This is an optimization exercise on Yosys and OpenROAD, whose aim is a short achievable clock period and few clock cycles, not a production implementation. At most, simulation tests tie the RTL to the original design; equivalence was not proved. For run 2, only the layout was checked, not whether the RTL still works. Power is estimated from default activity; no workload was simulated.

==> flow/design.v (outline; a module is shown in full before it is edited, if it fits) <==
// module alu: 90 lines
// module shift: 155 lines
// module shift_unit: 78 lines
// module one_detector: 27 lines
// module cpsr: 101 lines
// module registers: 154 lines
// module pc: 46 lines
// module irq_ctrl: 35 lines
// module if_id: 20 lines
// module id_stage: 434 lines
// module id_ex: 92 lines
// module ex_stage: 125 lines
// module ex_wb: 28 lines
// module wb_stage: 14 lines
// module memctrl: 48 lines
// module forward_ctrl: 49 lines
// module hazard_ctrl: 33 lines
// module swp_ctrl: 21 lines
// module ldm_ctrl: 75 lines
// module armv4core: 431 lines
module armv4core (
    input clk,
    input rst_n,
    input en,
    input           i_irq,
    input [31:0]    i_irq_r0,
    output          o_rom_en,
    output [31:0]   o_rom_addr,
    input [31:0]    i_rom_data,
    output          o_ram_en,
    output          o_ram_wr,
    output [1:0]    o_ram_size,
    output [31:0]   o_ram_addr,
    input [31:0]    i_ram_rdata,
    output [31:0]   o_ram_wdata
);
  // ...
==> flow/run.sh <==
#!/bin/bash
# synth_recipe.tcl (not shown) runs the flow's synth.tcl, then flattens the netlist and writes it again
# the make line also repeats each setting of config.mk as NAME=value (left out here)
make -C /OpenROAD-flow-scripts/flow DESIGN_CONFIG=/design/flow/config.mk WORK_HOME=/design/flow/orfs CLKGATE_MAP_FILE= SYNTH_SCRIPT=/design/flow/synth_recipe.tcl finish
==> flow/config.mk <==
export PLATFORM = sky130hd
export DESIGN_NAME = armv4core
export DESIGN_NICKNAME = armv4core
export VERILOG_FILES = /design/flow/design.v
export SDC_FILE = /design/flow/constraint.sdc
export NUM_CORES = 8
export LEC_CHECK = 0
export CAP_MARGIN = 50
export CORE_MARGIN = 2
export CORE_UTILIZATION = 25
export GPL_TIMING_DRIVEN = 1
export SLEW_MARGIN = 50
==> flow/constraint.sdc <==
create_clock -name core_clock -period 12.5 [get_ports {clk}]
set_input_delay 2.5000 -clock core_clock [delete_from_list [all_inputs] [get_ports {clk}]]
set_output_delay 2.5000 -clock core_clock [all_outputs]
set_load 0.01 [all_outputs]
==> load_flow_metrics.sql, run 1 <==
INSERT INTO impl_metrics (metric_group, metric, value, unit) VALUES
('outcome', 'run_status', 'finished clean', ''),
('layout', 'seq_share', '27.6', '%'),
('route', 'routed_met2_length', '266', 'mm'),
('synthesis', 'synthDominantCellAreaShare', '33.2', '%'),
('global_route', 'use_met1', '42.8', '%'),
('die', 'starting_density_of_the_core', '25.1', '%'),
('setup_path', 'worstPathBufferInverterCount', '3', ''),
('route', 'dr_wl_met3', '92.6', 'mm'),
('route', 'routedWlPerCell', '39.7', 'um'),
('global_route', 'grt_antenna_before_repair', '91', ''),
('synthesis', 'netlist.top_cell.by_area', 'dfrtp_1', ''),
('flow_run', 'max_cap_viol_count', '0', ''),
('die', 'n_tap_cell', '4794', ''),
('die', 'ios', '201', ''),
('sta', 'fin_tns_setup', '0', 'ps'),
('setup_path', 'delay_contributed_by_the_slowest_stage_of_the_critical_path', '640', 'ps'),
('power', 'max-vdd-ir-drop', '334', 'uV'),
('layout', 'flops_and_latches', '1210', ''),
('setup_path', 'crit_fanout', '27', ''),
('power', 'p_comb', '30.6', 'mW'),
('sta', 'worst-slew-pin-transition', '1040', 'ps'),
('synthesis', 'post_synth_mux_area_share', '8.38', '%'),
('setup_path', 'crit_slowest_cell', 'dfrtp_2', ''),
('power', 'pwr-share-seq', '15.9', '%'),
('die', 'dieHeight', '608', 'um'),
('hold_path', 'worst_hold_startpoint', 'registers_0.reg_stack[0][25]$_DFFE_PN0P_', ''),
('layout', 'layoutNonFillerInstCount', '17200', ''),
('global_route', 'grt_max_degree', '195', ''),
('layout', 'clock_buffer_count', '226', ''),
('power', 'p_clk_share', '11.6', '%'),
('power', 'p_comb_share', '72.5', '%'),
('power', 'powerDensity', '385', 'nW/um2'),
('setup_path', 'path_depth', '26', ''),
('route', 'viasPerCell', '6.54', ''),
('place', 'placement.cell_area', '103000', 'um2'),
('cts', 'clkSinkCount', '1210', ''),
('route', 'routed.top_layer', 'met5', ''),
('cts', 'cts_max_path_buffers', '4', ''),
('synthesis', 'synthesis.area_per_instance', '7.53', 'um2');
Testbench counts, summed over its fixed seeds: cycles 243,306.
==> module armv4core, before the edit <==
module armv4core (
    input clk,
    input rst_n,
    input en,
    input           i_irq,
    input [31:0]    i_irq_r0,
    output          o_rom_en,
    output [31:0]   o_rom_addr,
    input [31:0]    i_rom_data,
    output          o_ram_en,
    output          o_ram_wr,
    output [1:0]    o_ram_size,
    output [31:0]   o_ram_addr,
    input [31:0]    i_ram_rdata,
    output [31:0]   o_ram_wdata
);
    wire            irq_flag                ;
    wire            pc_en                   ;
    wire [31:0]     pc_reg                  ;
    wire [31:0]     pc                      ;
    wire [31:0]     pc_next                 ;
    wire            int_mode                ;
    wire            irq_mask                ;
    wire [3:0]      nzcv                    ;
    wire [3:0]      nzcv_alu                ;
    wire [3:0]      nzcv_next               ;
    wire            xpsr_en_ex              ;
    wire            xpsr_sel                ;
    wire [31:0]     xpsr_reg_msr            ;
    wire [31:0]     xpsr_reg_mrs            ;
    wire [3:0]      rm_code                 ;
    wire [3:0]      rn_code                 ;
    wire [3:0]      rs_code                 ;
    wire [3:0]      re_code                 ;
    wire            rm_code_vld             ;
    wire            rn_code_vld             ;
    wire            rs_code_vld             ;
    wire [31:0]     rm_reg                  ;
    wire [31:0]     rn_reg                  ;
    wire [31:0]     rs_reg                  ;
    wire [31:0]     re_reg                  ;
    wire [31:0]     rm_reg_forwarded        ;
    wire [31:0]     rn_reg_forwarded        ;
    wire [31:0]     rs_reg_forwarded        ;
    wire [31:0]     re_reg_forwarded        ;
    wire            hazard_id_flush         ;
    wire            hazard_ex_flush         ;
    wire            hazard_bubble           ;
    wire            hazard_pipelinehold     ;
    wire            if_irq_flag             ;
    wire [31:0]     inst                    ;
    wire            inst_vld                ;
    wire            id_irq_flag             ;
    wire [31:0]     id_op1                  ;
    wire [31:0]     id_op2                  ;
    wire [7:0]      id_shift                ;
    wire [2:0]      id_shift_type           ;
    wire [31:0]     id_op3                  ;
    wire [3:0]      id_opcode               ;
    wire            id_mem_vld              ;
    wire [1:0]      id_mem_size             ;
    wire            id_mem_sign             ;
    wire            id_mem_addr_src         ;
    wire            id_rd_vld               ;
    wire [3:0]      id_rd_code              ;
    wire            id_wb_rd_vld            ;
    wire [3:0]      id_wb_rd_code           ;
    wire            id_nzcv_flag            ;
    wire            id_swp_vld              ;
    wire            id_ldm_vld              ;
    wire            id_mrs_vld              ;
    wire            id_msr_vld              ;
    wire            id_ldm_p                ;
    wire            id_ldm_u                ;
    wire            id_ldm_s                ;
    wire            id_ldm_l                ;
    wire [15:0]     id_ldm_reglist          ;
    wire            ex_irq_flag             ;
    wire [31:0]     ex_op1                  ;
    wire [31:0]     ex_op2                  ;
    wire [7:0]      ex_shift                ;
    wire [2:0]      ex_shift_type           ;
    wire [31:0]     ex_op3                  ;
    wire [3:0]      ex_opcode               ;
    wire            ex_mem_vld              ;
    wire [1:0]      ex_mem_size             ;
    wire            ex_mem_sign             ;
    wire            ex_mem_addr_src         ;
    wire            ex_rd_vld               ;
    wire [3:0]      ex_rd_code              ;
    wire            ex_wb_rd_vld            ;
    wire [3:0]      ex_wb_rd_code           ;
    wire            ex_nzcv_flag            ;
    wire            ex_swp_vld              ;
    wire            ex_ldm_vld              ;
    wire            ex_mrs_vld              ;
    wire            ex_msr_vld              ;
    wire            memctrl_vld             ;
    wire            memctrl_wr              ;
    wire            memctrl_sign            ;
    wire [1:0]      memctrl_size            ;
    wire [31:0]     memctrl_addr            ;
    wire [31:0]     memctrl_wdata           ;
    wire [31:0]     memctrl_rdata           ;
    wire [31:0]     ex_next_wb_op       ;
    wire            ex_next_wb_rd_src   ;
    wire            ex_next_wb_rd_vld   ;
    wire [3:0]      ex_next_wb_rd_code  ;
    wire [31:0]     wb_op               ;
    wire            wb_rd_src           ;
    wire            wb_rd_vld           ;
    wire [3:0]      wb_rd_code          ;
    wire            rd_en_ex            ;
    wire [3:0]      rd_code_ex          ;
    wire [31:0]     rd_reg_ex           ;
    wire            rd_en_wb            ;
    wire [3:0]      rd_code_wb          ;
    wire [31:0]     rd_reg_wb           ;
    wire            swp_hold            ;
    wire            spsr_res            ;
    wire            ldm_hold            ;
    wire            ldm_flushreq        ;
    wire [31:0]     ldm_offset          ;
    wire            ldm_mem_vld         ;
    irq_ctrl irq_ctrl_0(
        .clk                (clk                                        ),
        .rst_n              (rst_n                                      ),
        .en                 (en                                         ),
        .i_irq              (i_irq                                      ),
        .i_irq_mask         (irq_mask                                   ),
        .i_irq_res          (ex_irq_flag                                ),
        .o_irq_flag         (irq_flag                                   )
    );
    pc pc_0(
        .clk                (clk                                        ),
        .rst_n              (rst_n                                      ),
        .en                 (en&(~hazard_bubble)&(~hazard_pipelinehold) ),
        .i_irq_flag         (irq_flag                                   ),
        .o_irq_flag         (if_irq_flag                                ),
        .i_pc_en            (pc_en                                      ),
        .i_pc_reg           (pc_reg                                     ),
        .i_pc_irq           (irq_flag&ex_irq_flag                       ),
        .o_pc               (pc                                         ),
        .o_pc_next          (pc_next                                    )
    );
    registers registers_0(
        .clk                (clk                                        ),
        .rst_n              (rst_n                                      ),
        .en                 (en                                         ),
        .i_int_mode         (int_mode                                   ),
        .i_irq_bak          ({irq_flag, if_irq_flag}                    ),
        .i_irq_r0           (i_irq_r0                                   ),
        .i_rm_code          (rm_code                                    ),
        .i_rn_code          (rn_code                                    ),
        .i_rs_code          (rs_code                                    ),
        .i_re_code          (re_code                                    ),
        .o_rm_reg           (rm_reg                                     ),
        .o_rn_reg           (rn_reg                                     ),
        .o_rs_reg           (rs_reg                                     ),
        .o_re_reg           (re_reg                                     ),
        .o_pc_en            (pc_en                                      ),
        .o_pc_reg           (pc_reg                                     ),
        .i_pc_next          (pc_next                                    ),
        .i_rd_en_ex         (rd_en_ex                                   ),
        .i_rd_code_ex       (rd_code_ex                                 ),
        .i_rd_reg_ex        (rd_reg_ex                                  ),
        .i_rd_en_wb         (rd_en_wb                                   ),
        .i_rd_code_wb       (rd_code_wb                                 ),
        .i_rd_reg_wb        (rd_reg_wb                                  )
    );
    cpsr cpsr_0(
        .clk                (clk                                        ),
        .rst_n              (rst_n                                      ),
        .en                 (en&(~hazard_pipelinehold)                  ),
        .i_spsr_bak         (irq_flag&ex_irq_flag                       ),
        .i_spsr_res         (spsr_res                                   ),
        .o_int_mode         (int_mode                                   ),
        .o_irq_mask         (irq_mask                                   ),
        .i_nzcv_flag        (ex_nzcv_flag                               ),
        .i_nzcv_alu         (nzcv_alu                                   ),
        .o_nzcv             (nzcv                                       ),
        .o_nzcv_next        (nzcv_next                                  ),
        .i_xpsr_en_ex       (xpsr_en_ex                                 ),
        .i_xpsr_sel         (xpsr_sel                                   ),
        .i_xpsr_reg         (xpsr_reg_msr                               ),
        .o_xpsr_reg         (xpsr_reg_mrs                               )
    );
    forward_ctrl forward_ctrl_0(
        .i_rd_en_ex         (rd_en_ex                                   ),
        .i_rd_code_ex       (rd_code_ex                                 ),
        .i_rd_reg_ex        (rd_reg_ex                                  ),
        .i_rd_en_wb         (rd_en_wb                                   ),
        .i_rd_code_wb       (rd_code_wb                                 ),
        .i_rd_reg_wb        (rd_reg_wb                                  ),
        .i_rm_code          (rm_code                                    ),
        .i_rn_code          (rn_code                                    ),
        .i_rs_code          (rs_code                                    ),
        .i_rm_reg           (rm_reg                                     ),
        .i_rn_reg           (rn_reg                                     ),
        .i_rs_reg           (rs_reg                                     ),
        .o_rm_reg           (rm_reg_forwarded                           ),
        .o_rn_reg           (rn_reg_forwarded                           ),
        .o_rs_reg           (rs_reg_forwarded                           ),
        .i_re_code          (re_code                                    ),
        .i_re_reg           (re_reg                                     ),
        .o_re_reg           (re_reg_forwarded                           )
    );
    hazard_ctrl hazard_ctrl_0(
        .i_irq_flag         (id_irq_flag                                ),
        .i_pc_en            (pc_en                                      ),
        .i_wb_rd_vld        (ex_next_wb_rd_vld                          ),
        .i_wb_rd_code       (ex_next_wb_rd_code                         ),
        .i_rm_code          (rm_code                                    ),
        .i_rn_code          (rn_code                                    ),
        .i_rs_code          (rs_code                                    ),
        .i_rm_code_vld      (rm_code_vld                                ),
        .i_rn_code_vld      (rn_code_vld                                ),
        .i_rs_code_vld      (rs_code_vld                                ),
        .i_swp_hold         (swp_hold                                   ),
        .i_ldm_hold         (ldm_hold                                   ),
        .o_id_flush         (hazard_id_flush                            ),
        .o_ex_flush         (hazard_ex_flush                            ),
        .o_bubble           (hazard_bubble                              ),
        .o_pipelinehold     (hazard_pipelinehold                        )
    );
    if_id if_id_0(
        .clk                (clk                                        ),
        .rst_n              (rst_n                                      ),
        .en                 (en&(~hazard_bubble)&(~hazard_pipelinehold) ),
        .i_irq_flag         (irq_flag&if_irq_flag                       ),
        .i_inst_vld         (~(hazard_id_flush)                         ),
        .o_irq_flag         (id_irq_flag                                ),
        .o_inst_vld         (inst_vld                                   )
    );
    assign o_rom_en = en&(~hazard_bubble)&(~hazard_pipelinehold);
    assign o_rom_addr = pc;
    assign inst = i_rom_data;
    id_stage id_stage_0(
        .i_inst_vld         (inst_vld&(~hazard_ex_flush)&(~ldm_flushreq)),
        .i_inst             (inst                                       ),
        .i_nzcv_next        (nzcv_next                                  ),
        .i_pc               (pc                                         ),
        .o_rm_code          (rm_code                                    ),
        .o_rn_code          (rn_code                                    ),
        .o_rs_code          (rs_code                                    ),
        .o_rm_code_vld      (rm_code_vld                                ),
        .o_rn_code_vld      (rn_code_vld                                ),
        .o_rs_code_vld      (rs_code_vld                                ),
        .i_rm_reg           (rm_reg_forwarded                           ),
        .i_rn_reg           (rn_reg_forwarded                           ),
        .i_rs_reg           (rs_reg_forwarded                           ),
        .o_op1              (id_op1                                     ),
        .o_op2              (id_op2                                     ),
        .o_shift            (id_shift                                   ),
        .o_shift_type       (id_shift_type                              ),
        .o_op3              (id_op3                                     ),
        .o_opcode           (id_opcode                                  ),
        .o_mem_vld          (id_mem_vld                                 ),
        .o_mem_size         (id_mem_size                                ),
        .o_mem_sign         (id_mem_sign                                ),
        .o_mem_addr_src     (id_mem_addr_src                            ),
        .o_rd_vld           (id_rd_vld                                  ),
        .o_rd_code          (id_rd_code                                 ),
        .o_wb_rd_vld        (id_wb_rd_vld                               ),
        .o_wb_rd_code       (id_wb_rd_code                              ),
        .o_nzcv_flag        (id_nzcv_flag                               ),
        .o_swp_vld          (id_swp_vld                                 ),
        .o_ldm_vld          (id_ldm_vld                                 ),
        .o_mrs_vld          (id_mrs_vld                                 ),
        .o_msr_vld          (id_msr_vld                                 ),
        .o_ldm_p            (id_ldm_p                                   ),
        .o_ldm_u            (id_ldm_u                                   ),
        .o_ldm_s            (id_ldm_s                                   ),
        .o_ldm_l            (id_ldm_l                                   ),
        .o_ldm_reglist      (id_ldm_reglist                             )
    );
    id_ex id_ex_0(
        .clk                (clk                                        ),
        .rst_n              (rst_n                                      ),
        .en                 (en&(~hazard_pipelinehold)                  ),
        .i_irq_flag         (irq_flag&id_irq_flag                       ),
        .i_op1              (id_op1                                     ),
        .i_op2              (id_op2                                     ),
        .i_shift            (id_shift                                   ),
        .i_shift_type       (id_shift_type                              ),
        .i_op3              (id_op3                                     ),
        .i_opcode           (id_opcode                                  ),
        .i_mem_vld          (id_mem_vld                                 ),
        .i_mem_size         (id_mem_size                                ),
        .i_mem_sign         (id_mem_sign                                ),
        .i_mem_addr_src     (id_mem_addr_src                            ),
        .i_rd_vld           (id_rd_vld                                  ),
        .i_rd_code          (id_rd_code                                 ),
        .i_wb_rd_vld        (id_wb_rd_vld                               ),
        .i_wb_rd_code       (id_wb_rd_code                              ),
        .i_nzcv_flag        (id_nzcv_flag                               ),
        .i_swp_vld          (id_swp_vld                                 ),
        .i_ldm_vld          (id_ldm_vld                                 ),
        .i_mrs_vld          (id_mrs_vld                                 ),
        .i_msr_vld          (id_msr_vld                                 ),
        .o_irq_flag         (ex_irq_flag                                ),
        .o_op1              (ex_op1                                     ),
        .o_op2              (ex_op2                                     ),
        .o_shift            (ex_shift                                   ),
        .o_shift_type       (ex_shift_type                              ),
        .o_op3              (ex_op3                                     ),
        .o_opcode           (ex_opcode                                  ),
        .o_mem_vld          (ex_mem_vld                                 ),
        .o_mem_size         (ex_mem_size                                ),
        .o_mem_sign         (ex_mem_sign                                ),
        .o_mem_addr_src     (ex_mem_addr_src                            ),
        .o_rd_vld           (ex_rd_vld                                  ),
        .o_rd_code          (ex_rd_code                                 ),
        .o_wb_rd_vld        (ex_wb_rd_vld                               ),
        .o_wb_rd_code       (ex_wb_rd_code                              ),
        .o_nzcv_flag        (ex_nzcv_flag                               ),
        .o_swp_vld          (ex_swp_vld                                 ),
        .o_ldm_vld          (ex_ldm_vld                                 ),
        .o_mrs_vld          (ex_mrs_vld                                 ),
        .o_msr_vld          (ex_msr_vld                                 )
    );
    swp_ctrl swp_ctrl_0(
        .clk                (clk                                        ),
        .rst_n              (rst_n                                      ),
        .en                 (en                                         ),
        .i_swp_vld          (id_swp_vld                                 ),
        .o_swp_hold         (swp_hold                                   )
    );
    ldm_ctrl ldm_ctrl_0(
        .clk                (clk                                        ),
        .rst_n              (rst_n                                      ),
        .en                 (en                                         ),
        .i_ldm_vld          (id_ldm_vld                                 ),
        .i_ldm_p            (id_ldm_p                                   ),
        .i_ldm_u            (id_ldm_u                                   ),
        .i_ldm_s            (id_ldm_s                                   ),
        .i_ldm_l            (id_ldm_l                                   ),
        .i_reglist          (id_ldm_reglist                             ),
        .o_spsr_res         (spsr_res                                    ),
        .o_ldm_hold         (ldm_hold                                   ),
        .o_ldm_flushreq     (ldm_flushreq                               ),
        .o_ldm_offset       (ldm_offset                                 ),
        .o_ldm_mem_vld      (ldm_mem_vld                                ),
        .o_ldm_reg_code     (re_code                                    )
    );
    ex_stage ex_stage_0(
        .i_nzcv             (nzcv                                       ),
        .o_nzcv_alu         (nzcv_alu                                   ),
        .o_xpsr_en_ex       (xpsr_en_ex                                 ),
        .o_xpsr_sel         (xpsr_sel                                   ),
        .o_xpsr_reg         (xpsr_reg_msr                               ),
        .i_xpsr_reg         (xpsr_reg_mrs                               ),
        .o_rd_en_ex         (rd_en_ex                                   ),
        .o_rd_code_ex       (rd_code_ex                                 ),
        .o_rd_reg_ex        (rd_reg_ex                                  ),
        .o_memctrl_vld      (memctrl_vld                                ),
        .o_memctrl_wr       (memctrl_wr                                 ),
        .o_memctrl_sign     (memctrl_sign                               ),
        .o_memctrl_size     (memctrl_size                               ),
        .o_memctrl_addr     (memctrl_addr                               ),
        .o_memctrl_wdata    (memctrl_wdata                              ),
        .i_op1              (ex_op1                                     ),
        .i_op2              (ex_op2                                     ),
        .i_shift            (ex_shift                                   ),
        .i_shift_type       (ex_shift_type                              ),
        .i_op3              (ex_op3                                     ),
        .i_opcode           (ex_opcode                                  ),
        .i_mem_vld          (ex_mem_vld                                 ),
        .i_mem_size         (ex_mem_size                                ),
        .i_mem_sign         (ex_mem_sign                                ),
        .i_mem_addr_src     (ex_mem_addr_src                            ),
        .i_rd_vld           (ex_rd_vld                                  ),
        .i_rd_code          (ex_rd_code                                 ),
        .i_wb_rd_vld        (ex_wb_rd_vld                               ),
        .i_wb_rd_code       (ex_wb_rd_code                              ),
        .i_swp_hold         (swp_hold                                   ),
        .i_ldm_offset       (ldm_offset                                 ),
        .i_ldm_mem_vld      (ldm_mem_vld                                ),
        .i_ldm_reg_code     (re_code                                    ),
        .i_ldm_reg          (re_reg_forwarded                           ),
        .i_swp_vld          (ex_swp_vld                                 ),
        .i_ldm_vld          (ex_ldm_vld                                 ),
        .i_mrs_vld          (ex_mrs_vld                                 ),
        .i_msr_vld          (ex_msr_vld                                 ),
        .o_wb_op            (ex_next_wb_op                              ),
        .o_wb_rd_src        (ex_next_wb_rd_src                          ),
        .o_wb_rd_vld        (ex_next_wb_rd_vld                          ),
        .o_wb_rd_code       (ex_next_wb_rd_code                         )
    );
    memctrl memctrl_0(
        .clk                (clk                                        ),
        .rst_n              (rst_n                                      ),
        .en                 (en                                         ),
        .i_memctrl_vld      (memctrl_vld                                ),
        .i_memctrl_wr       (memctrl_wr                                 ),
        .i_memctrl_sign     (memctrl_sign                               ),
        .i_memctrl_size     (memctrl_size                               ),
        .i_memctrl_addr     (memctrl_addr                               ),
        .o_memctrl_rdata    (memctrl_rdata                              ),
        .i_memctrl_wdata    (memctrl_wdata                              ),
        .o_ram_en           (o_ram_en                                   ),
        .o_ram_wr           (o_ram_wr                                   ),
        .o_ram_size         (o_ram_size                                 ),
        .o_ram_addr         (o_ram_addr                                 ),
        .i_ram_rdata        (i_ram_rdata                                ),
        .o_ram_wdata        (o_ram_wdata                                )
    );
    ex_wb ex_wb_0(
        .clk                (clk                                        ),
        .rst_n              (rst_n                                      ),
        .en                 (en                                         ),
        .i_wb_op            (ex_next_wb_op                              ),
        .i_wb_rd_src        (ex_next_wb_rd_src                          ),
        .i_wb_rd_vld        (ex_next_wb_rd_vld                          ),
        .i_wb_rd_code       (ex_next_wb_rd_code                         ),
        .o_wb_op            (wb_op                                      ),
        .o_wb_rd_src        (wb_rd_src                                  ),
        .o_wb_rd_vld        (wb_rd_vld                                  ),
        .o_wb_rd_code       (wb_rd_code                                 )
    );
    wb_stage wb_stage_0(
        .i_wb_op            (wb_op                                      ),
        .i_wb_rd_src        (wb_rd_src                                  ),
        .i_wb_rd_vld        (wb_rd_vld                                  ),
        .i_wb_rd_code       (wb_rd_code                                 ),
        .i_memctrl_rdata    (memctrl_rdata                              ),
        .o_rd_en_wb         (rd_en_wb                                   ),
        .o_rd_code_wb       (rd_code_wb                                 ),
        .o_rd_reg_wb        (rd_reg_wb                                  )
    );
endmodule
==> run 2: changes to the inputs <==
==> flow/design.v (replaced) <==
module armv4core (
    input clk,
    input rst_n,
    input en,
    input           i_irq,
    input [31:0]    i_irq_r0,
    output          o_rom_en,
    output [31:0]   o_rom_addr,
    input [31:0]    i_rom_data,
    output          o_ram_en,
    output          o_ram_wr,
    output [1:0]    o_ram_size,
    output [31:0]   o_ram_addr,
    input [31:0]    i_ram_rdata,
    output [31:0]   o_ram_wdata
);
    integer k;
    reg [3:0]  nzcv;
    reg        ibit;
    reg        mode;         
    reg [3:0]  spsr_nzcv;
    reg        spsr_i;
    reg        irq_q;
    function cpass;
        input [3:0] c;
        input [3:0] f;
        reg n, z, cc, v;
        begin
            {n, z, cc, v} = f;
            case (c)
                4'h0: cpass = z;
                4'h1: cpass = ~z;
                4'h2: cpass = cc;
                4'h3: cpass = ~cc;
                4'h4: cpass = n;
                4'h5: cpass = ~n;
                4'h6: cpass = v;
                4'h7: cpass = ~v;
                4'h8: cpass = cc & ~z;
                4'h9: cpass = ~cc | z;
                4'ha: cpass = (n == v);
                4'hb: cpass = (n != v);
                4'hc: cpass = ~z & (n == v);
                4'hd: cpass = z | (n != v);
                4'he: cpass = 1'b1;
                default: cpass = 1'b0;
            endcase
        end
    endfunction
    reg [31:0] ru [0:14];
    reg [31:0] ri [0:14];
    reg [31:0] pc_f;
    reg        v_d;
    reg [31:0] pc_d;
    reg        pd_taken;
    reg [31:0] pd_tgt;
    reg        v_r;
    reg [31:0] ins_r;
    reg [31:0] pc_r, pc4_r, pc8_r;
    reg        pr_taken;
    reg [31:0] pr_tgt;
    reg        r_irq;
    reg        r_dp_i, r_dp_rs, r_dp_rr, r_mrs, r_msr, r_b, r_bl, r_ldr, r_hw, r_swp, r_blk;
    reg        r_ret, r_dppc, r_memreg, r_fastoff, r_needpre, r_load, r_store;
    reg [3:0]  ra_idx, rb_idx, rc_idx;
    reg        ra_use, ra_early, rb_use, rb_early, rc_use, rc_early;
    reg        r_lsl0;           
    reg [4:0]  sh_k;             
    reg [4:0]  sh_amt;           
    reg [1:0]  sh_type;
    reg        sh_zero, sh_big, sh_eq32, sh_rrx;
    reg [31:0] r_imm;            
    reg        r_immc_flag;      
    reg [4:0]  r_blk_n;
    reg [3:0]  r_first_k;
    reg [15:0] r_rest;
    reg        r_blk_pc;
    reg        r_pre;            
    reg [7:0]  rs_amt_q;
    reg [31:0] off_q;
    reg        v_e;
    reg        e_new;
    reg [4:0]  e_left;
    reg [4:0]  acc_left;
    reg        k_dp, k_b, k_ret, k_dppc, k_mem, k_blk, k_swp, k_mrs, k_msr, k_irq;
    reg [3:0]  cond_e;
    reg [31:0] op1_e, op2_e;
    reg        shc_e, shcf_e, rrx_e, inv_a_e, inv_b_e;
    reg [1:0]  cin_e;            
    reg [1:0]  lsel_e;           
    reg        setf_e, arith_e;
    reg [3:0]  rd_e;
    reg        rdwe_e, early_e;
    reg [31:0] early_val_e;
    reg        spsr_sel_e;
    reg        path_e;
    reg [31:0] alt_e, tgt_e, ptgt_e, pc_e;
    reg [31:0] sum_e, rn_e, seq_e;
    reg        p_e, first_e, st_e, ld_e, sign_e, u_e, blk_l_e, blk_pc_e, blk_s_e;
    reg [1:0]  size_e;
    reg [3:0]  ldrd_e;
    reg [3:0]  cur_k_e;
    reg [15:0] rest_e;
    reg [31:0] wdata_e;
    reg        bl_e;
    reg        w_v;
    reg [3:0]  w_rd;
    reg        w_sign;
    reg [1:0]  w_size;
    reg [31:0] pcld_q;
    reg [31:0] w_data;
    always @(*) begin
        w_data = i_ram_rdata;
        if (w_sign) begin
            if (w_size == 2'b00) w_data = {{24{i_ram_rdata[7]}}, i_ram_rdata[7:0]};
            else if (w_size == 2'b01) w_data = {{16{i_ram_rdata[15]}}, i_ram_rdata[15:0]};
        end
    end
    wire w_we = w_v & (w_rd != 4'd15);
    wire cp = cpass(cond_e, nzcv);
    wire cflag = nzcv[1];
    wire [31:0] b_in = {rrx_e ? cflag : op2_e[31], op2_e[30:0]};
    wire [31:0] ax = op1_e ^ {32{inv_a_e}};
    wire [31:0] bx = b_in ^ {32{inv_b_e}};
    wire        cin = (cin_e == 2'd2) ? cflag : cin_e[0];
    wire [32:0] sum33 = {1'b0, ax} + {1'b0, bx} + {32'd0, cin};
    reg  [31:0] alu_res;
    always @(*) begin
        case (lsel_e)
            2'd0: alu_res = sum33[31:0];
            2'd1: alu_res = op1_e & bx;
            2'd2: alu_res = op1_e ^ bx;
            default: alu_res = op1_e | bx;
        endcase
    end
    wire alu_v = (ax[31] == bx[31]) & (sum33[31] != ax[31]);
    wire shc_fin = shcf_e ? cflag : shc_e;
    wire [3:0] alu_nzcv = {alu_res[31], (alu_res == 32'd0),
                           arith_e ? sum33[32] : shc_fin,
                           arith_e ? alu_v : nzcv[0]};
    wire irq_ok = irq_q & ~ibit;
    wire [31:0] cpsr_val = {nzcv, 20'd0, ibit, 5'b10100, mode, 1'b0};
    wire [31:0] spsr_val = {spsr_nzcv, 20'd0, spsr_i, 5'b10100, mode, 1'b0};
    wire [31:0] e_data = k_mrs ? (spsr_sel_e ? spsr_val : cpsr_val) :
                         early_e ? early_val_e : alu_res;
    wire e_we = v_e & e_new & cp & rdwe_e & (rd_e != 4'd15) & (~k_irq | irq_ok);
    wire e_wbank = mode | k_irq;
    wire swp_rd_cyc = k_swp & (e_left == 5'd2);
    wire swp_wr_cyc = k_swp & (e_left == 5'd1);
    wire blk_acc = k_blk & (acc_left != 5'd0);
    wire e_acc = k_mem | k_swp | blk_acc;
    wire e_wr = (k_mem & st_e) | swp_wr_cyc | (k_blk & ~blk_l_e);
    wire e_ld = (k_mem & ld_e) | swp_rd_cyc | (k_blk & blk_l_e);
    wire [31:0] addr_cur = first_e ? (p_e ? sum_e : rn_e) : seq_e;
    assign o_ram_en    = v_e & cp & e_acc;
    assign o_ram_wr    = e_wr;
    assign o_ram_size  = size_e;
    assign o_ram_addr  = addr_cur;
    assign o_ram_wdata = wdata_e;
    wire       eld_any = v_e & e_ld & (k_mem | swp_rd_cyc | blk_acc);
    wire [3:0] eld_rd = k_blk ? cur_k_e : ldrd_e;
    reg [3:0]  nk;
    wire [15:0] nk_oh = 16'd1 << nk;
    always @(*) begin
        nk = 4'd0;
        if (u_e) begin
            for (k = 15; k >= 0; k = k - 1)
                if (rest_e[k]) begin nk = k; end
        end else begin
            for (k = 0; k < 16; k = k + 1)
                if (rest_e[k]) begin nk = k; end
        end
    end
    wire irq_take = v_e & k_irq & irq_ok;
    wire blk_final = k_blk & blk_pc_e & (e_left == 5'd1);
    wire ret_hit = path_e & (op2_e == ptgt_e);
    reg        redir_e;
    reg [31:0] tgt_re;
    always @(*) begin
        redir_e = 1'b0;
        tgt_re = alt_e;
        if (v_e) begin
            if (k_irq) begin
                redir_e = 1'b1;
                tgt_re = irq_ok ? 32'h0000_0004 : pc_e;
            end else if (k_b) begin
                redir_e = (cp != path_e);
                tgt_re = alt_e;
            end else if (k_ret) begin
                if (cp) begin
                    redir_e = ~ret_hit;
                    tgt_re = op2_e;
                end else begin
                    redir_e = path_e;
                    tgt_re = alt_e;
                end
            end else if (k_dppc) begin
                redir_e = cp | path_e;
                tgt_re = cp ? alu_res : alt_e;
            end else if (blk_final) begin
                redir_e = cp;
                tgt_re = pcld_q;
            end
        end
    end
    wire e_busy = v_e & (e_left > 5'd1);
    wire [31:0] cur [0:15];
    genvar gi;
    generate
        for (gi = 0; gi < 15; gi = gi + 1) begin : g_cur
            assign cur[gi] = mode ? ri[gi] : ru[gi];
        end
    endgenerate
    assign cur[15] = pc8_r;
    wire [3:0] rc_sel = e_busy ? nk : rc_idx;
    wire [31:0] rfa = cur[ra_idx];
    wire [31:0] rfb = cur[rb_idx];
    wire [31:0] rfc = cur[rc_sel];
    wire efa = e_we & (rd_e == ra_idx) & (ra_idx != 4'd15);
    wire efb = e_we & (rd_e == rb_idx) & (rb_idx != 4'd15);
    wire efc = e_we & (rd_e == rc_sel) & (rc_sel != 4'd15);
    wire wfa = w_we & (w_rd == ra_idx) & (ra_idx != 4'd15);
    wire wfb = w_we & (w_rd == rb_idx) & (rb_idx != 4'd15);
    wire wfc = w_we & (w_rd == rc_sel) & (rc_sel != 4'd15);
    wire [31:0] ra_p = efa ? e_data : wfa ? w_data : rfa;
    wire [31:0] rb_p = efb ? e_data : wfb ? w_data : rfb;
    wire [31:0] rc_p = efc ? e_data : wfc ? w_data : rfc;
    wire [31:0] ra_x = efa ? early_val_e : rfa;
    wire [31:0] rb_x = efb ? early_val_e : rfb;
    wire e_late_wr = v_e & e_new & rdwe_e & ~early_e;
    wire hz_a = ra_use & (ra_idx != 4'd15) & ((eld_any & (eld_rd == ra_idx)) |
                (ra_early & e_late_wr & (rd_e == ra_idx)) | (ra_early & w_v & (w_rd == ra_idx)));
    wire hz_b = rb_use & (rb_idx != 4'd15) & ((eld_any & (eld_rd == rb_idx)) |
                (rb_early & e_late_wr & (rd_e == rb_idx)) | (rb_early & w_v & (w_rd == rb_idx)));
    wire hz_c = rc_use & (rc_idx != 4'd15) & ((eld_any & (eld_rd == rc_idx)) |
                (rc_early & e_late_wr & (rd_e == rc_idx)) | (rc_early & w_v & (w_rd == rc_idx)));
    wire stm_hz = r_blk & ~r_load & eld_any & (|(ins_r[15:0] & (16'd1 << eld_rd)));
    wire rrx_hz = r_memreg & sh_rrx & v_e & (setf_e | k_msr);
    wire hazard = hz_a | hz_b | hz_c | stm_hz | rrx_hz;
    wire stall_r = e_busy | hazard | (r_needpre & ~r_pre);
    wire adv = ~(v_r & stall_r);
    wire [4:0]  shk = sh_k;
    wire [31:0] sh_in = rb_x;
    wire [63:0] sh_dbl = {sh_in, sh_in} >> shk;
    wire [31:0] sh_rot = sh_dbl[31:0];
    reg  [31:0] sh_mask;
    always @(*) begin
        for (k = 0; k < 32; k = k + 1) begin
            if (sh_zero) sh_mask[k] = 1'b1;
            else if (sh_big) sh_mask[k] = (sh_type == 2'd3);
            else case (sh_type)
                2'd0: sh_mask[k] = (k >= sh_amt);
                2'd1, 2'd2: sh_mask[k] = (k < (32 - sh_amt));
                default: sh_mask[k] = 1'b1;
            endcase
        end
    end
    wire sh_fill = (sh_type == 2'd2) & sh_in[31];
    wire [31:0] sh_res0 = (sh_rot & sh_mask) | (~sh_mask & {32{sh_fill}});
    wire [31:0] sh_res = sh_rrx ? {1'b0, sh_in[31:1]} : sh_res0;
    reg sh_c;
    always @(*) begin
        if (sh_rrx) sh_c = sh_in[0];
        else case (sh_type)
            2'd0: sh_c = (sh_big & ~sh_eq32) ? 1'b0 : sh_rot[0];    
            2'd1: sh_c = (sh_big & ~sh_eq32) ? 1'b0 : sh_rot[31];
            2'd2: sh_c = sh_big ? sh_in[31] : sh_rot[31];
            default: sh_c = sh_rot[31];
        endcase
    end
    reg [31:0] offv;
    always @(*) begin
        if (r_memreg) begin
            if (r_fastoff) begin
                case (sh_amt[1:0])
                    2'd0: offv = rb_x;
                    2'd1: offv = {rb_x[30:0], 1'b0};
                    2'd2: offv = {rb_x[29:0], 2'b0};
                    default: offv = {rb_x[28:0], 3'b0};
                endcase
            end else offv = off_q;
        end else offv = r_imm;
    end
    wire r_u = ins_r[23];
    wire [31:0] addr_sum = r_u ? (ra_x + offv) : (ra_x - offv);
    wire [31:0] b_tgt = pc8_r + {{6{ins_r[23]}}, ins_r[23:0], 2'b00};
    reg [13:0] ras [0:7];
    reg [3:0]  ras_n;
    wire       ras_ne = (ras_n != 4'd0);
    wire [31:0] ras_top = {16'd0, ras[0], 2'b00};
    reg        redir_r;
    reg [31:0] tgt_rr;
    reg        path_r;
    reg [31:0] alt_r;
    reg [31:0] ptgt_r;
    always @(*) begin
        redir_r = 1'b0;
        tgt_rr = b_tgt;
        path_r = 1'b0;
        alt_r = pc4_r;
        ptgt_r = pr_tgt;
        if (r_irq) begin
            redir_r = 1'b0;
        end else if (r_b) begin
            if (pr_taken & (pr_tgt == b_tgt)) begin
                path_r = 1'b1;
            end else if ((ins_r[31:28] == 4'he) | ins_r[23]) begin
                path_r = 1'b1;
                redir_r = 1'b1;
                tgt_rr = b_tgt;
            end else if (pr_taken) begin
                redir_r = 1'b1;
                tgt_rr = pc4_r;
            end
            alt_r = path_r ? pc4_r : b_tgt;
        end else if (r_ret) begin
            if (pr_taken) begin
                path_r = 1'b1;
                ptgt_r = pr_tgt;
            end else if ((ins_r[31:28] == 4'he) & ras_ne) begin
                path_r = 1'b1;
                redir_r = 1'b1;
                tgt_rr = ras_top;
                ptgt_r = ras_top;
            end
            alt_r = pc4_r;
        end else if (pr_taken) begin
            redir_r = 1'b1;
            tgt_rr = pc4_r;
        end
    end
    wire r_go = v_r & adv & ~redir_e;            
    wire redir_rg = r_go & redir_r;
    localparam NB = 8;
    reg        btb_v   [0:NB-1];
    reg [13:0] btb_tag [0:NB-1];
    reg [13:0] btb_tgt [0:NB-1];
    reg [1:0]  btb_ctr [0:NB-1];
    reg        btb_ret [0:NB-1];
    reg [2:0]  btb_rr;
    reg        bp_taken;
    reg [31:0] bp_tgt;
    always @(*) begin
        bp_taken = 1'b0;
        bp_tgt = 32'd0;
        for (k = 0; k < NB; k = k + 1) begin
            if (btb_v[k] & (btb_tag[k] == pc_f[15:2]) & btb_ctr[k][1]) begin
                bp_taken = 1'b1;
                bp_tgt = bp_tgt | (btb_ret[k] ? ras_top : {16'd0, btb_tgt[k], 2'b00});
            end
        end
    end
    wire [31:0] pc_f4 = pc_f + 32'd4;
    reg       bu_hit;
    reg [2:0] bu_idx;
    always @(*) begin
        bu_hit = 1'b0;
        bu_idx = 3'd0;
        for (k = 0; k < NB; k = k + 1)
            if (btb_v[k] & (btb_tag[k] == pc_e[15:2])) begin
                bu_hit = 1'b1;
                bu_idx = k;
            end
    end
    wire bu_en = v_e & e_new & (k_b | k_ret);
    assign o_rom_en = adv;
    assign o_rom_addr = pc_f;
    wire [31:0] ins = i_rom_data;
    wire irq_inj = irq_q & ~ibit & ~(v_r & r_irq) & ~(v_e & k_irq);
    wire d_misc   = (ins[24:23] == 2'b10) & ~ins[20];
    wire d_dp_i   = (ins[27:25] == 3'b001) & ~d_misc;
    wire d_dp_rs  = (ins[27:25] == 3'b000) & ~ins[4] & ~d_misc;
    wire d_dp_rr  = (ins[27:25] == 3'b000) & ~ins[7] & ins[4] & ~d_misc;
    wire d_dp     = d_dp_i | d_dp_rs | d_dp_rr;
    wire d_mrs    = (ins[27:23] == 5'b00010) & (ins[21:20] == 2'b00) & ~ins[7] & ~ins[4];
    wire d_msr    = (ins[27:23] == 5'b00010) & (ins[21:20] == 2'b10) & ~ins[7] & ~ins[4];
    wire d_b      = (ins[27:25] == 3'b101);
    wire d_ldr_i  = (ins[27:25] == 3'b010);
    wire d_ldr_r  = (ins[27:25] == 3'b011) & ~ins[4];
    wire d_ldr    = d_ldr_i | d_ldr_r;
    wire d_hw     = (ins[27:25] == 3'b000) & ins[7] & ins[4] & (ins[6:5] != 2'b00) &
                    ((ins[6:5] == 2'b01) | ins[20]) & (ins[22] | (ins[11:8] == 4'd0));
    wire d_hw_r   = d_hw & ~ins[22];
    wire d_swp    = (ins[27:23] == 5'b00010) & (ins[21:20] == 2'b00) & (ins[11:4] == 8'b0000_1001);
    wire d_blk    = (ins[27:25] == 3'b100);
    wire d_mem    = d_ldr | d_hw;
    wire d_load   = ins[20];
    wire [3:0] d_opc = ins[24:21];
    wire d_mov    = (d_opc == 4'b1101) | (d_opc == 4'b1111);
    wire d_test   = (d_opc[3:2] == 2'b10);
    wire d_lsl0   = (ins[11:4] == 8'd0);
    wire d_ret    = d_dp_rs & (d_opc == 4'b1101) & ~ins[20] & d_lsl0 & (ins[3:0] == 4'd14) & (ins[15:12] == 4'd15);
    wire d_dppc   = d_dp & ~d_test & (ins[15:12] == 4'd15) & ~d_ret;
    wire d_fast   = d_ldr_r & (ins[6:5] == 2'b00) & (ins[11:9] == 3'd0);    
    wire d_memreg = d_ldr_r | d_hw_r;
    wire [4:0] d_si = ins[11:7];
    wire [1:0] d_st = ins[6:5];
    wire d_izero  = (d_st == 2'd0) & (d_si == 5'd0);
    wire d_ibig   = (d_st == 2'd1 || d_st == 2'd2) & (d_si == 5'd0);    
    wire d_irrx   = (d_st == 2'd3) & (d_si == 5'd0);
    wire [4:0] d_ik = (d_st == 2'd0) ? (5'd0 - d_si) : d_si;
    wire [63:0] d_imm_dbl = {24'd0, ins[7:0], 24'd0, ins[7:0]} >> {ins[11:8], 1'b0};
    wire [31:0] d_imm_rot = d_imm_dbl[31:0];
    wire [31:0] d_imm = d_dp_i ? d_imm_rot :
                        d_ldr_i ? {20'd0, ins[11:0]} :
                        d_hw ? {24'd0, ins[11:8], ins[3:0]} :
                        d_blk ? 32'd4 : 32'd0;
    wire [15:0] d_list = ins[15:0];
    reg [4:0]  d_cnt;
    reg [3:0]  d_fk;
    always @(*) begin
        d_cnt = 5'd0;
        for (k = 0; k < 16; k = k + 1) d_cnt = d_cnt + {4'd0, d_list[k]};
        d_fk = 4'd0;
        if (ins[23]) begin
            for (k = 15; k >= 0; k = k - 1) if (d_list[k]) d_fk = k;
        end else begin
            for (k = 0; k < 16; k = k + 1) if (d_list[k]) d_fk = k;
        end
    end
    wire [15:0] d_rest = d_list & ~(16'd1 << d_fk);
    reg        x_inv_a, x_inv_b, x_arith, x_rdwe, x_op1z;
    reg [1:0]  x_cin, x_lsel;
    always @(*) begin
        x_inv_a = 1'b0; x_inv_b = 1'b0; x_arith = 1'b0; x_rdwe = 1'b1; x_op1z = 1'b0;
        x_cin = 2'd0; x_lsel = 2'd0;
        case (ins_r[24:21])
            4'b0000: x_lsel = 2'd1;
            4'b0001: x_lsel = 2'd2;
            4'b0010: begin x_arith = 1'b1; x_inv_b = 1'b1; x_cin = 2'd1; end
            4'b0011: begin x_arith = 1'b1; x_inv_a = 1'b1; x_cin = 2'd1; end
            4'b0100: begin x_arith = 1'b1; end
            4'b0101: begin x_arith = 1'b1; x_cin = 2'd2; end
            4'b0110: begin x_arith = 1'b1; x_inv_b = 1'b1; x_cin = 2'd2; end
            4'b0111: begin x_arith = 1'b1; x_inv_a = 1'b1; x_cin = 2'd2; end
            4'b1000: begin x_lsel = 2'd1; x_rdwe = 1'b0; end
            4'b1001: begin x_lsel = 2'd2; x_rdwe = 1'b0; end
            4'b1010: begin x_arith = 1'b1; x_inv_b = 1'b1; x_cin = 2'd1; x_rdwe = 1'b0; end
            4'b1011: begin x_arith = 1'b1; x_rdwe = 1'b0; end
            4'b1100: x_lsel = 2'd3;
            4'b1101: begin x_lsel = 2'd3; x_op1z = 1'b1; end
            4'b1110: begin x_lsel = 2'd1; x_inv_b = 1'b1; end
            default:  begin x_lsel = 2'd3; x_op1z = 1'b1; x_inv_b = 1'b1; end   
        endcase
    end
    wire [31:0] dp_op2 = r_dp_i ? r_imm : (r_dp_rs & r_lsl0) ? rb_p : sh_res;
    always @(posedge clk or negedge rst_n) begin
        if (!rst_n) begin
            nzcv <= 4'd0; ibit <= 1'b1; mode <= 1'b0; spsr_nzcv <= 4'd0; spsr_i <= 1'b1; irq_q <= 1'b0;
            pc_f <= 32'd0; v_d <= 1'b0; pc_d <= 32'd0; pd_taken <= 1'b0; pd_tgt <= 32'd0;
            v_r <= 1'b0; ins_r <= 32'd0; pc_r <= 32'd0; pc4_r <= 32'd0; pc8_r <= 32'd0;
            pr_taken <= 1'b0; pr_tgt <= 32'd0; r_irq <= 1'b0;
            r_dp_i <= 1'b0; r_dp_rs <= 1'b0; r_dp_rr <= 1'b0; r_mrs <= 1'b0; r_msr <= 1'b0;
            r_b <= 1'b0; r_bl <= 1'b0; r_ldr <= 1'b0; r_hw <= 1'b0; r_swp <= 1'b0; r_blk <= 1'b0;
            r_ret <= 1'b0; r_dppc <= 1'b0; r_memreg <= 1'b0; r_fastoff <= 1'b0; r_needpre <= 1'b0;
            r_load <= 1'b0; r_store <= 1'b0;
            ra_idx <= 4'd0; rb_idx <= 4'd0; rc_idx <= 4'd0;
            ra_use <= 1'b0; ra_early <= 1'b0; rb_use <= 1'b0; rb_early <= 1'b0; rc_use <= 1'b0; rc_early <= 1'b0;
            r_lsl0 <= 1'b0; sh_k <= 5'd0; sh_amt <= 5'd0; sh_type <= 2'd0; sh_zero <= 1'b0; sh_big <= 1'b0; sh_eq32 <= 1'b0; sh_rrx <= 1'b0;
            r_imm <= 32'd0; r_immc_flag <= 1'b0; r_blk_n <= 5'd0; r_first_k <= 4'd0; r_rest <= 16'd0; r_blk_pc <= 1'b0;
            r_pre <= 1'b0; rs_amt_q <= 8'd0; off_q <= 32'd0;
            v_e <= 1'b0; e_new <= 1'b0; e_left <= 5'd0; acc_left <= 5'd0;
            k_dp <= 1'b0; k_b <= 1'b0; k_ret <= 1'b0; k_dppc <= 1'b0; k_mem <= 1'b0; k_blk <= 1'b0;
            k_swp <= 1'b0; k_mrs <= 1'b0; k_msr <= 1'b0; k_irq <= 1'b0;
            cond_e <= 4'd0; op1_e <= 32'd0; op2_e <= 32'd0; shc_e <= 1'b0; shcf_e <= 1'b0; rrx_e <= 1'b0;
            inv_a_e <= 1'b0; inv_b_e <= 1'b0; cin_e <= 2'd0; lsel_e <= 2'd0; setf_e <= 1'b0; arith_e <= 1'b0;
            rd_e <= 4'd0; rdwe_e <= 1'b0; early_e <= 1'b0; early_val_e <= 32'd0; spsr_sel_e <= 1'b0;
            path_e <= 1'b0; alt_e <= 32'd0; tgt_e <= 32'd0; ptgt_e <= 32'd0; pc_e <= 32'd0;
            sum_e <= 32'd0; rn_e <= 32'd0; seq_e <= 32'd0; p_e <= 1'b0; first_e <= 1'b0; st_e <= 1'b0; ld_e <= 1'b0;
            sign_e <= 1'b0; u_e <= 1'b0; blk_l_e <= 1'b0; blk_pc_e <= 1'b0; blk_s_e <= 1'b0; size_e <= 2'd0;
            ldrd_e <= 4'd0; cur_k_e <= 4'd0; rest_e <= 16'd0; wdata_e <= 32'd0; bl_e <= 1'b0;
            w_v <= 1'b0; w_rd <= 4'd0; w_sign <= 1'b0; w_size <= 2'd0; pcld_q <= 32'd0;
            ras_n <= 4'd0;
            btb_rr <= 3'd0;
            for (k = 0; k < 8; k = k + 1) ras[k] <= 14'd0;
            for (k = 0; k < NB; k = k + 1) begin
                btb_v[k] <= 1'b0; btb_tag[k] <= 14'd0; btb_tgt[k] <= 14'd0; btb_ctr[k] <= 2'd0; btb_ret[k] <= 1'b0;
            end
        end else if (en) begin
            irq_q <= i_irq;
            w_v <= eld_any & cp;
            w_rd <= eld_rd;
            w_sign <= sign_e & ~k_blk;
            w_size <= size_e;
            if (w_v & (w_rd == 4'd15)) pcld_q <= w_data;
            if (v_e & e_new & cp & setf_e) nzcv <= alu_nzcv;
            if (v_e & cp & k_msr) begin
                if (spsr_sel_e) begin
                    spsr_nzcv <= op2_e[31:28];
                    spsr_i <= op2_e[7];
                end else begin
                    nzcv <= op2_e[31:28];
                    ibit <= op2_e[7];
                end
            end
            if (irq_take) begin
                spsr_nzcv <= nzcv;
                spsr_i <= ibit;
                ibit <= 1'b1;
                mode <= 1'b1;
            end
            if (v_e & blk_final & cp & blk_s_e) begin
                nzcv <= spsr_nzcv;
                ibit <= spsr_i;
                mode <= 1'b0;
            end
            if (bu_en) begin
                if (bu_hit) begin
                    if (cp) btb_ctr[bu_idx] <= (btb_ctr[bu_idx] == 2'd3) ? 2'd3 : btb_ctr[bu_idx] + 2'd1;
                    else    btb_ctr[bu_idx] <= (btb_ctr[bu_idx] == 2'd0) ? 2'd0 : btb_ctr[bu_idx] - 2'd1;
                    if (cp & k_b) btb_tgt[bu_idx] <= tgt_e[15:2];
                end else if (cp) begin
                    btb_v[btb_rr] <= 1'b1;
                    btb_tag[btb_rr] <= pc_e[15:2];
                    btb_tgt[btb_rr] <= tgt_e[15:2];
                    btb_ctr[btb_rr] <= 2'd2;
                    btb_ret[btb_rr] <= k_ret;
                    btb_rr <= btb_rr + 3'd1;
                end
            end
            if (e_busy) begin
                e_left <= e_left - 5'd1;
                e_new <= 1'b0;
                if (blk_acc) begin
                    acc_left <= acc_left - 5'd1;
                    cur_k_e <= nk;
                    rest_e <= rest_e & ~nk_oh;
                    seq_e <= u_e ? (addr_cur + 32'd4) : (addr_cur - 32'd4);
                    first_e <= 1'b0;
                    wdata_e <= rc_p;
                end
            end else if (r_go) begin
                v_e <= 1'b1;
                e_new <= 1'b1;
                pc_e <= pc_r;
                cond_e <= r_irq ? 4'he : ins_r[31:28];
                k_dp <= ~r_irq & (r_dp_i | r_dp_rs | r_dp_rr);
                k_b <= ~r_irq & r_b;
                bl_e <= ~r_irq & r_bl;
                k_ret <= ~r_irq & r_ret;
                k_dppc <= ~r_irq & r_dppc;
                k_mem <= ~r_irq & (r_ldr | r_hw);
                k_blk <= ~r_irq & r_blk;
                k_swp <= ~r_irq & r_swp;
                k_mrs <= ~r_irq & r_mrs;
                k_msr <= ~r_irq & r_msr;
                k_irq <= r_irq;
                path_e <= path_r;
                alt_e <= alt_r;
                tgt_e <= b_tgt;
                ptgt_e <= ptgt_r;
                op1_e <= (x_op1z & ~r_blk) | r_irq | r_msr ? 32'd0 : ra_p;
                if (r_irq | r_msr) op2_e <= rb_p;
                else if (r_blk) op2_e <= {25'd0, r_blk_n, 2'b00};
                else op2_e <= dp_op2;
                shc_e <= r_dp_i ? r_imm[31] : sh_c;
                shcf_e <= r_dp_i ? r_immc_flag : (sh_zero | (r_dp_rs & r_lsl0));
                rrx_e <= r_dp_rs & sh_rrx;
                if (r_irq | r_msr) begin
                    inv_a_e <= 1'b0; inv_b_e <= 1'b0; cin_e <= 2'd0; lsel_e <= 2'd3; arith_e <= 1'b0;
                end else if (r_blk) begin
                    inv_a_e <= 1'b0; inv_b_e <= ~ins_r[23]; cin_e <= {1'b0, ~ins_r[23]}; lsel_e <= 2'd0; arith_e <= 1'b1;
                end else begin
                    inv_a_e <= x_inv_a; inv_b_e <= x_inv_b; cin_e <= x_cin; lsel_e <= x_lsel; arith_e <= x_arith;
                end
                setf_e <= ~r_irq & (r_dp_i | r_dp_rs | r_dp_rr) & ins_r[20];
                if (r_irq) begin
                    rd_e <= 4'd13; rdwe_e <= 1'b1; early_e <= 1'b0;
                end else if (r_dp_i | r_dp_rs | r_dp_rr) begin
                    rd_e <= ins_r[15:12]; rdwe_e <= x_rdwe; early_e <= 1'b0;
                end else if (r_mrs) begin
                    rd_e <= ins_r[15:12]; rdwe_e <= 1'b1; early_e <= 1'b0;
                end else if (r_b) begin
                    rd_e <= 4'd14; rdwe_e <= r_bl; early_e <= 1'b1;
                end else if (r_ldr | r_hw) begin
                    rd_e <= ins_r[19:16]; rdwe_e <= ins_r[21] | ~ins_r[24]; early_e <= 1'b1;
                end else if (r_blk) begin
                    rd_e <= ins_r[19:16]; rdwe_e <= ins_r[21]; early_e <= 1'b0;
                end else begin
                    rd_e <= 4'd0; rdwe_e <= 1'b0; early_e <= 1'b0;
                end
                early_val_e <= r_b ? pc4_r : addr_sum;
                spsr_sel_e <= ins_r[22];
                sum_e <= addr_sum;
                rn_e <= ra_x;
                p_e <= ins_r[24] & ~r_swp;
                first_e <= 1'b1;
                st_e <= r_store;
                ld_e <= r_load;
                u_e <= ins_r[23];
                sign_e <= r_hw & ins_r[6];
                size_e <= r_blk ? 2'b10 :
                          r_hw ? (ins_r[5] ? 2'b01 : 2'b00) :
                          ins_r[22] ? 2'b00 : 2'b10;
                ldrd_e <= ins_r[15:12];
                blk_l_e <= ins_r[20];
                blk_pc_e <= r_blk_pc;
                blk_s_e <= ins_r[22];
                cur_k_e <= r_first_k;
                rest_e <= r_rest;
                acc_left <= r_blk ? r_blk_n : 5'd0;
                e_left <= r_irq ? 5'd1 : r_blk ? (r_blk_n + (r_blk_pc ? 5'd2 : 5'd0)) : r_swp ? 5'd2 : 5'd1;
                wdata_e <= r_swp ? rb_p : rc_p;
            end else begin
                v_e <= 1'b0;
                e_new <= 1'b0;
                e_left <= 5'd1;
                acc_left <= 5'd0;
            end
            if (v_r & ~adv & ~e_busy & ~hazard & r_needpre & ~r_pre) begin
                r_pre <= 1'b1;
                off_q <= {sh_rrx ? nzcv[1] : sh_res[31], sh_res[30:0]};
            end
            if (v_r & r_dp_rr & ~r_pre & ~e_busy & ~hazard) begin
                rs_amt_q <= rc_p[7:0];
                sh_amt <= rc_p[4:0];
                sh_zero <= (rc_p[7:0] == 8'd0);
                sh_big <= (rc_p[7:5] != 3'd0);
                sh_eq32 <= (rc_p[7:0] == 8'd32);
                sh_k <= (ins_r[6:5] == 2'd0) ? (5'd0 - rc_p[4:0]) : rc_p[4:0];
            end
            if (redir_e) begin
                pc_f <= tgt_re;
                v_d <= 1'b0;
                v_r <= 1'b0;
                r_pre <= 1'b0;
            end else if (adv) begin
                v_r <= v_d & ~redir_rg;
                r_pre <= 1'b0;
                ins_r <= ins;
                pc_r <= pc_d;
                pc4_r <= pc_d + 32'd4;
                pc8_r <= pc_d + 32'd8;
                pr_taken <= pd_taken & ~irq_inj;
                pr_tgt <= pd_tgt;
                r_irq <= irq_inj;
                r_dp_i <= d_dp_i & ~irq_inj; r_dp_rs <= d_dp_rs & ~irq_inj; r_dp_rr <= d_dp_rr & ~irq_inj;
                r_mrs <= d_mrs & ~irq_inj; r_msr <= d_msr & ~irq_inj; r_b <= d_b & ~irq_inj; r_bl <= d_b & ins[24] & ~irq_inj;
                r_ldr <= d_ldr & ~irq_inj; r_hw <= d_hw & ~irq_inj; r_swp <= d_swp & ~irq_inj; r_blk <= d_blk & ~irq_inj;
                r_ret <= d_ret & ~irq_inj; r_dppc <= d_dppc & ~irq_inj;
                r_memreg <= d_memreg & ~irq_inj; r_fastoff <= d_fast | d_hw_r; r_needpre <= ~irq_inj & (d_dp_rr | (d_ldr_r & ~d_fast));
                r_load <= d_load; r_store <= ~d_load;
                ra_idx <= irq_inj ? 4'd0 : ins[19:16];
                rb_idx <= irq_inj ? 4'd13 : ins[3:0];
                rc_idx <= d_blk ? d_fk : d_dp_rr ? ins[11:8] : ins[15:12];
                ra_use <= ~irq_inj & ((d_dp & ~d_mov) | d_mem | d_swp | d_blk);
                ra_early <= ~irq_inj & (d_mem | d_swp | d_blk);
                rb_use <= irq_inj | d_dp_rs | d_dp_rr | d_memreg | d_swp | d_msr;
                rb_early <= ~irq_inj & ((d_dp_rs & ~d_lsl0) | d_dp_rr | d_memreg);
                rc_use <= ~irq_inj & (d_dp_rr | ((d_mem | d_blk) & ~d_load));
                rc_early <= ~irq_inj & d_dp_rr;
                r_lsl0 <= d_lsl0;
                sh_k <= d_ik;
                sh_amt <= d_hw ? 5'd0 : d_si;
                sh_type <= d_st;
                sh_zero <= d_izero | d_hw_r;
                sh_big <= d_ibig;
                sh_eq32 <= d_ibig;
                sh_rrx <= d_irrx & (d_dp_rs | d_ldr_r);
                r_imm <= d_imm;
                r_immc_flag <= (ins[11:8] == 4'd0);
                r_blk_n <= d_cnt;
                r_first_k <= d_fk;
                r_rest <= d_rest;
                r_blk_pc <= d_blk & ins[20] & ins[15];
                if (redir_rg) begin
                    pc_f <= tgt_rr;
                    v_d <= 1'b0;
                end else begin
                    v_d <= 1'b1;
                    pc_d <= pc_f;
                    pd_taken <= bp_taken;
                    pd_tgt <= bp_tgt;
                    pc_f <= bp_taken ? bp_tgt : pc_f4;
                end
            end
            if (r_go & ~r_irq & path_r & r_bl) begin
                for (k = 7; k > 0; k = k - 1) ras[k] <= ras[k-1];
                ras[0] <= pc4_r[15:2];
                ras_n <= (ras_n == 4'd8) ? 4'd8 : ras_n + 4'd1;
            end else if (r_go & ~r_irq & path_r & r_ret) begin
                for (k = 0; k < 7; k = k + 1) ras[k] <= ras[k+1];
                ras_n <= (ras_n == 4'd0) ? 4'd0 : ras_n - 4'd1;
            end
        end
    end
    generate
        for (gi = 0; gi < 15; gi = gi + 1) begin : g_rf
            always @(posedge clk or negedge rst_n) begin
                if (!rst_n) begin
                    ru[gi] <= 32'd0;
                    ri[gi] <= 32'd0;
                end else if (en) begin
                    if (e_we & ~e_wbank & (rd_e == gi)) ru[gi] <= e_data;
                    else if (w_we & ~mode & (w_rd == gi)) ru[gi] <= w_data;
                    if (e_we & e_wbank & (rd_e == gi)) ri[gi] <= e_data;
                    else if (w_we & mode & (w_rd == gi)) ri[gi] <= w_data;
                    else if (irq_take & (gi == 0)) ri[gi] <= i_irq_r0;
                    else if (irq_take & (gi == 14)) ri[gi] <= pc_e;
                end
            end
        end
    endgenerate
endmodule
--- a/flow/config.mk
+++ b/flow/config.mk
@@ -7,2 +7,3 @@
 export LEC_CHECK = 0
+export ABC_CLOCK_PERIOD_IN_PS = 4000
 export CAP_MARGIN = 50
@@ -11,2 +12,3 @@
 export GPL_TIMING_DRIVEN = 1
+export SETUP_SLACK_MARGIN = 5
 export SLEW_MARGIN = 50
==> run 2 against run 1 <==
  * Maximum frequency rose by 64%
  * Cell area rose by 51%
  * Area after synthesis rose by 53%
  * Synthesized cell count rose by 43%
  * Combinational power fell by 7.5%
  * Non-clock buffer count fell by 31
  * Critical path depth rose by 3
  * Flip-flop and latch count rose by 928
  * First-iteration DRC count rose by 23%
  * Clock skew rose by 50 ps
  * Clock power rose by 72%
  * Sequential share of layout area rose by 4.7 points
  * Critical endpoint is now early_val_e[30]$_DFFE_PN0P_
==> load_flow_metrics.sql, run 2 <==
INSERT INTO impl_metrics (metric_group, metric, value, unit) VALUES
('route', 'routedWlPerCell', '35.0', 'um'),
('die', 'ios', '201', ''),
('global_route', 'grt_antenna_before_repair', '127', ''),
('flow_run', 'max_cap_viol_count', '0', ''),
('synthesis', 'netlist.top_cell.by_area', 'dfrtp_1', ''),
('setup_path', 'setup.worst_path.end_class', 'register', ''),
('setup_path', 'crit_slowest_cell', 'dfrtp_4', ''),
('synthesis', 'synthesis.area_per_instance', '8.04', 'um2'),
('die', 'dieHeight', '751', 'um'),
('setup_path', 'delay_contributed_by_the_slowest_stage_of_the_critical_path', '560', 'ps'),
('outcome', 'run_status', 'finished clean', ''),
('global_route', 'use_met1', '36.6', '%'),
('cts', 'clkSinkCount', '2138', ''),
('route', 'viasPerCell', '6.01', ''),
('setup_path', 'worstPathBufferInverterCount', '4', ''),
('route', 'vias', '150000', ''),
('power', 'max-vdd-ir-drop', '298', 'uV'),
('sta', 'fin_tns_setup', '0', 'ps'),
('layout', 'syn_to_final_growth', '19.0', '%'),
('global_route', 'grt_max_degree', '130', ''),
('synthesis', 'synthDominantCellAreaShare', '38.3', '%'),
('power', 'powerDensity', '287', 'nW/um2'),
('sta', 'worst-slew-pin-transition', '848', 'ps');
run 2: cell types whose count changed in the layout (fill, tap and decap cells not counted), moves of 216 or more:
cell	delta
a211oi_1	-239
nand2_1	+1077
dfrtp_1	+892
o21ai_0	+216
nor2_1	+806
xnor2_1	+252
a21oi_1	+612
xor2_1	+224
run 2: kinds of logic (layout without fill, tap and decap cells):
| family | Yosys count | in the layout | synth area share [%] |
|---|---|---|---|
| AND/OR/NAND/NOR | 5980 | 5982 | 18.0 |
| AO/OA/AOI/OAI | 5379 | 5379 | 22.5 |
| flip-flops | 2138 | 2138 | 38.4 |
| buffers and inverters | 1777 | 1748 | 5.08 |
| multiplexers | 1251 | 1251 | 10.2 |
| XOR/XNOR | 575 | 575 | 3.64 |
| adder cells (fa/ha/maj) | 242 | 242 | 2.25 |
| other | 0 | 128 | 0 |
run 2: final timing paths:
kind,start,endpoint,slack (ps),cells past startpoint
worst max-delay path,rb_idx[3]$_DFFE_PN0P_,early_val_e[30]$_DFFE_PN0P_,5040,29
min in group asynchronous,rst_n,ras[1][8]$_DFFE_PN0P_,1380,1
max in group asynchronous,rst_n,ri[1][26]$_DFFE_PN0P_,8650,6
worst max register to register,rb_idx[3]$_DFFE_PN0P_,early_val_e[30]$_DFFE_PN0P_,5040,29
worst min register to register,pd_tgt[2]$_DFFE_PN0P_,pr_tgt[2]$_DFFE_PN0P_,450,2
worst min-delay path,pd_tgt[2]$_DFFE_PN0P_,pr_tgt[2]$_DFFE_PN0P_,450,2
run 2: area by class of cell:
cell class / count / area (um2)
Clock buffer: 383 / 7770
Antenna cell: 128 / 320
Fill cell: 59000 / 390000
Tap cell: 7452 / 9320
Inverter: 230 / 866
Sequential cell: 2138 / 53600
Clock inverter: 96 / 1350
Multi-Input combinational cell: 13400 / 82300
Timing Repair Buffer: 1039 / 10400
run 2: worst reg2reg max path: cells and delay by family (launching register included):
family | cells | cell delay (ps)
AOI/OAI and AO/OA | 14 | 3010
and+or+nand+nor | 7 | 1920
buffers and inverters | 4 | 860
DFF | 1 | 560
adders and majority gates | 1 | 350
xor gates and xnor gates | 2 | 330
muxes | 1 | 250
run 2: what timing repair did:
item | in CTS | in global routing
gates resized for setup | 81 | 174
pin swaps | 16 | 41
setup endpoints to repair | 32 | 16
buffers inserted | 27 | 104
cloned | 10 | 10
run 2: report_power, final:
group / switching, mW / internal (mW)
clock network: 3.57 / 4.86
registers: 2.59 / 8.22
logic: 20.1 / 8.23
run 2: routing by layer:
| metal | vias to the layer above | share of wire (%) |
|---|---|---|
| met5 | - | 0.12 |
| met4 | 72 | 9.6 |
| met3 | 3383 | 15 |
| met2 | 12200 | 38 |
| met1 | 72900 | 38 |
| li1 | 61000 | - |
run 2: metrics by stage:
stage | setup slack (ps) | util [%] | total power [mW] | instance area [um2] | cells
final | 5040 | 29.8 | 47.6 | 166000 | 24900
after global routing | 4800 | 29.8 | 48.2 | 166000 | 24800
after CTS | 4930 | 29.3 | 44.9 | 163000 | 24600
after detailed placement | 3550 | 27.5 | 36.1 | 153000 | 24100
after global placement | 3210 | 27.1 | 35.7 | 151000 | 24000
after floorplan | 6020 | - | 23.2 | 139000 | 17300

## afterwards: timing with drivers on the ports
In the flow no input, the clock included, has a driving cell. The finished layouts below were timed again as built, in two steps. Step 1 sets driving cells, clkbuf_16 on the clock port and buf_2 on the other inputs (assumed; they add their load-dependent delay and slew). Step 2 also shifts input and output timing later by t, the mid clock arrival at the registers, as if the neighbouring blocks saw the same clock. Slacks: ideal ports / drivers / drivers and shift; pairs: ideal ports / drivers.
| run | t, ns | slack for setup (ns) | worst setup path at the end | slew at the worst register clock pin (ns) | cell pins on the clock port's net |
|---|---|---|---|---|---|
| run 1 | 0.976 | 0.303 / 0.200 / 1.176 | register to output | 0.07 / 0.07 | 1 |
| run 2 | 1.109 | 5.045 / 5.045 / 5.045 | register to register | 0.07 / 0.07 | 1 |
After both steps setup and hold are still met in every run listed.
